Background: an optimization exercise with open tools, aiming at small area. Do not read the settings as production practice. Only simulation tests tie the RTL to the original design; equivalence was not proved. The clock input has no modelled driver; a real chip could not lean on it and would need a root buffer or a full tree. Power is estimated from default activity; no workload was simulated.

## lane 1
// top_lift_with_doors
module top_lift_with_doors (
    input  wire clk,
    input  wire rst,
    input  wire btn_set,
    input  wire [3:0] sw,
    output wire [14:0] leds,
    output wire [6:0] seg,
    output wire [3:0] an
);
clock: 10.0 ns
lec_check: 0
cap_margin: 20
core_margin: 2
core_utilization: 50
slew_margin: 20
standard.sh (not shown) runs the stock make flow with config.mk's settings and CLKGATE_MAP_FILE= SYNTH_SCRIPT=/design/flow/synth_recipe.tcl, a recipe that flattens the netlist after the stock synthesis.
==> flow/flow/run.sh <==
#!/bin/bash
# Layout flow: the standard ORFS flow (standard.sh) with these changes.
#  1. Synthesis is the standard flow's own synthesis script (synth_recipe.tcl) unchanged,
#     except that its ABC mapping step maps the same netlist with several
#     area-oriented ABC scripts (written below into abc/) and keeps the
#     smallest mapping (flow/area_abc.tcl). Registers are mapped before ABC,
#     so they are exactly the standard synthesis's.
#  2. Port buffers use the smallest buffer cell (buf_1): every port still
#     gets its own buffer.
set -o pipefail
here=$(pwd)
mkdir -p abc
pre=("" "dc2" "balance;resub -K 6;rewrite;resub -K 8;refactor;balance" "ifraig" "dc2;dc2"
     "balance;rewrite;refactor;balance;rewrite -z;refactor -z")
map=("dch -f;amap" "dch -f;map -a" "&get -n;&dch -f;&nf -R 1000;&put" "dch;amap" "amap"
     "dch -f;map -a;amap")
i=0
for p in "${pre[@]}"; do
  for m in "${map[@]}"; do
    i=$((i + 1))
    { echo strash; [ -n "$p" ] && echo "$p" | tr ';' '\n'; echo "$m" | tr ';' '\n'
      echo topo; echo "stime -c"; } > abc/s$(printf %02d $i).script
  done
done
cat flow/area_abc.tcl synth_recipe.tcl > synth_area.tcl
export AREA_ABC_SCRIPTS="$(ls $here/abc/*.script | tr '\n' ' ')"
bash standard.sh SYNTH_SCRIPT=$here/synth_area.tcl synth > synth.log 2>&1 || exit 1
export LEAF_MAX_SLEW=${LEAF_MAX_SLEW:-0.100}
bash standard.sh \
  POST_CTS_TCL=$here/flow/leaf_tree.tcl \
  BUFFER_PORTS_ARGS="-buffer_cell sky130_fd_sc_hd__buf_1" \
  CTS_ARGS="-sink_clustering_enable -repair_clock_nets -dont_use_dummy_load -buf_list sky130_fd_sc_hd__clkbuf_8" \
  finish > layout.log 2>&1
==> flow/flow/leaf_tree.tcl <==
set block [ord::get_db_block]
set clknet [$block findNet clk]
set lib_cells {}

proc clock_sinks {} {
  set block [ord::get_db_block]
  set sinks {}
  foreach inst [$block getInsts] {
    if { ![string match "clkbuf_*" [$inst getName]] } { continue }
    set net [[$inst findITerm X] getNet]
    if { $net eq "NULL" || $net eq "" } { continue }
    foreach it [$net getITerms] {
      if { [$it getInst] ne $inst && ![string match "clkbuf_*" [[$it getInst] getName]] } { lappend sinks $it }
    }
  }
  return $sinks
}

proc clear_tree {} {
  set block [ord::get_db_block]
  set nets {}
  foreach inst [$block getInsts] {
    if { ![string match "clkbuf_*" [$inst getName]] } { continue }
    set net [[$inst findITerm X] getNet]
    if { $net ne "NULL" && $net ne "" } {
      foreach it [$net getITerms] { $it disconnect }
      lappend nets $net
    }
    [$inst findITerm A] disconnect
    odb::dbInst_destroy $inst
  }
  foreach net $nets { odb::dbNet_destroy $net }
}

proc build_tree { sinks k cellname } {
  set block [ord::get_db_block]
  set clknet [$block findNet clk]
  set xs {}; set ys {}
  foreach it $sinks {
    set bb [[$it getInst] getBBox]
    lappend xs [expr {([$bb xMin] + [$bb xMax]) / 2.0}]
    lappend ys [expr {([$bb yMin] + [$bb yMax]) / 2.0}]
  }
  set n [llength $sinks]
  set order [lsort -real -indices $xs]
  set cx {}; set cy {}
  for {set c 0} {$c < $k} {incr c} {
    set s [lindex $order [expr {int(($c + 0.5) * $n / $k)}]]
    lappend cx [lindex $xs $s]; lappend cy [lindex $ys $s]
  }
  for {set iter 0} {$iter < 50} {incr iter} {
    set asg {}
    for {set i 0} {$i < $n} {incr i} {
      set best 0; set bd 1e30
      for {set c 0} {$c < $k} {incr c} {
        set d [expr {abs([lindex $xs $i] - [lindex $cx $c]) + abs([lindex $ys $i] - [lindex $cy $c])}]
        if { $d < $bd } { set bd $d; set best $c }
      }
      lappend asg $best
    }
    set nx {}; set ny {}
    for {set c 0} {$c < $k} {incr c} {
      set sx 0.0; set sy 0.0; set m 0
      for {set i 0} {$i < $n} {incr i} {
        if { [lindex $asg $i] == $c } { set sx [expr {$sx + [lindex $xs $i]}]; set sy [expr {$sy + [lindex $ys $i]}]; incr m }
      }
      if { $m > 0 } { lappend nx [expr {$sx / $m}]; lappend ny [expr {$sy / $m}] } else { lappend nx [lindex $cx $c]; lappend ny [lindex $cy $c] }
    }
    set cx $nx; set cy $ny
  }
  set master [[ord::get_db] findMaster $cellname]
  for {set c 0} {$c < $k} {incr c} {
    set b [odb::dbInst_create $block $master "clkbuf_leaf_$c"]
    set net [odb::dbNet_create $block "clknet_leaf_$c"]
    $net setSigType CLOCK
    [$b findITerm A] connect $clknet
    [$b findITerm X] connect $net
    $b setLocation [expr {int([lindex $cx $c])}] [expr {int([lindex $cy $c])}]
    $b setPlacementStatus PLACED
    for {set i 0} {$i < $n} {incr i} {
      if { [lindex $asg $i] == $c } { [lindex $sinks $i] connect $net }
    }
  }
}

proc worst_clock_slew {} {
  estimate_parasitics -placement
  set w 0
  foreach p [get_pins -hierarchical */CLK] {
    set s [get_property $p slew_max]
    if { $s > $w } { set w $s }
  }
  return $w
}

set sinks [clock_sinks]
set cands {}
foreach k {1 2 3 4} {
  foreach cell {sky130_fd_sc_hd__clkbuf_4 sky130_fd_sc_hd__clkbuf_8 sky130_fd_sc_hd__clkbuf_16} {
    set m [[ord::get_db] findMaster $cell]
    lappend cands [list [expr {$k * [$m getWidth]}] $k $cell]
  }
}
set cands [lsort -integer -index 0 $cands]
set done 0
foreach cand $cands {
  lassign $cand w k cell
  clear_tree
  build_tree $sinks $k $cell
  detailed_placement
  set s [worst_clock_slew]
  puts "leaf_tree: $k x $cell: worst clock-pin slew $s ns"
  if { $s < $::env(LEAF_MAX_SLEW) } { set done 1; break }
}
if { !$done } { error "leaf_tree: no candidate met the clock slew target" }
$clknet setNonDefaultRule NULL
puts "leaf_tree: kept $k x $cell for [llength $sinks] clock sinks"
estimate_parasitics -placement
repair_timing -hold -verbose
detailed_placement
check_placement -verbose
report_clock_skew
Other scripts of this flow, unchanged in this note and not shown: flow/flow/area_abc.tcl
[inputs] lane 5 vs lane 1
diff --git a/flow/flow/run.sh b/flow/flow/run.sh
--- a/flow/flow/run.sh
+++ b/flow/flow/run.sh
@@ -27,3 +27,3 @@
 bash standard.sh SYNTH_SCRIPT=$here/synth_area.tcl synth > synth.log 2>&1 || exit 1
-export LEAF_MAX_SLEW=${LEAF_MAX_SLEW:-0.100}
+export LEAF_MAX_SLEW=${LEAF_MAX_SLEW:-0.110}
 bash standard.sh \
diff --git a/flow/config.mk b/flow/config.mk
--- a/flow/config.mk
+++ b/flow/config.mk
@@ -10,2 +10,3 @@
 export CORE_UTILIZATION = 50
+export PLACE_DENSITY = 0.9
 export SLEW_MARGIN = 20
Findings:
Number of antenna violations at the first check in global routing: lane 5 vs lane 1, no meaningful difference
Lane 5 ended up with more standard cells than lane 1.
Via count (lane 5 / lane 1): 1.05
The estimated power of lane 5 ends up lower than the estimate for lane 1.
Looking at the reports, lane 5 completed the entire flow and the layout it produced met the timing, design-rule and antenna checks.
In the tables for lane 5 and lane 1, final layout net count reads higher with lane 5.
Taking lane 1 as the reference, in lane 5 maximum number of pins on one net before global-route repair decreased 7; cell count after placement essentially unchanged; post-route standard cell area excluding fillers decreased 0.42%; data arrival time at the worst-slack endpoint increased 60 ps; post-route minimum period increased 68 ps.
No run of this note takes its clock network from TritonCTS; it comes from the design's own scripts or RTL.

==> separate check: timing with driven ports <==
Ports are ideal in the flow. The routed layouts listed here were re-timed in OpenROAD.
Step 1 sets driving cells, clkbuf_16 on the clock port and buf_2 on the other inputs (assumed; they add their load-dependent delay and slew).
Step 2 also shifts input and output timing later by t, the mid clock arrival at the registers, as if the neighbouring blocks saw the same clock.
a / b / c = ideal ports / drivers / drivers and shift; a / b = the first two.
run	t, ns	slack for setup (ns)	worst register clock-pin slew, ns
lane 1	0.189	5.195 / 5.153 / 5.342	0.09 / 0.09
lane 5	0.193	5.127 / 5.083 / 5.276	0.10 / 0.10
After both steps every run listed still meets setup and hold.
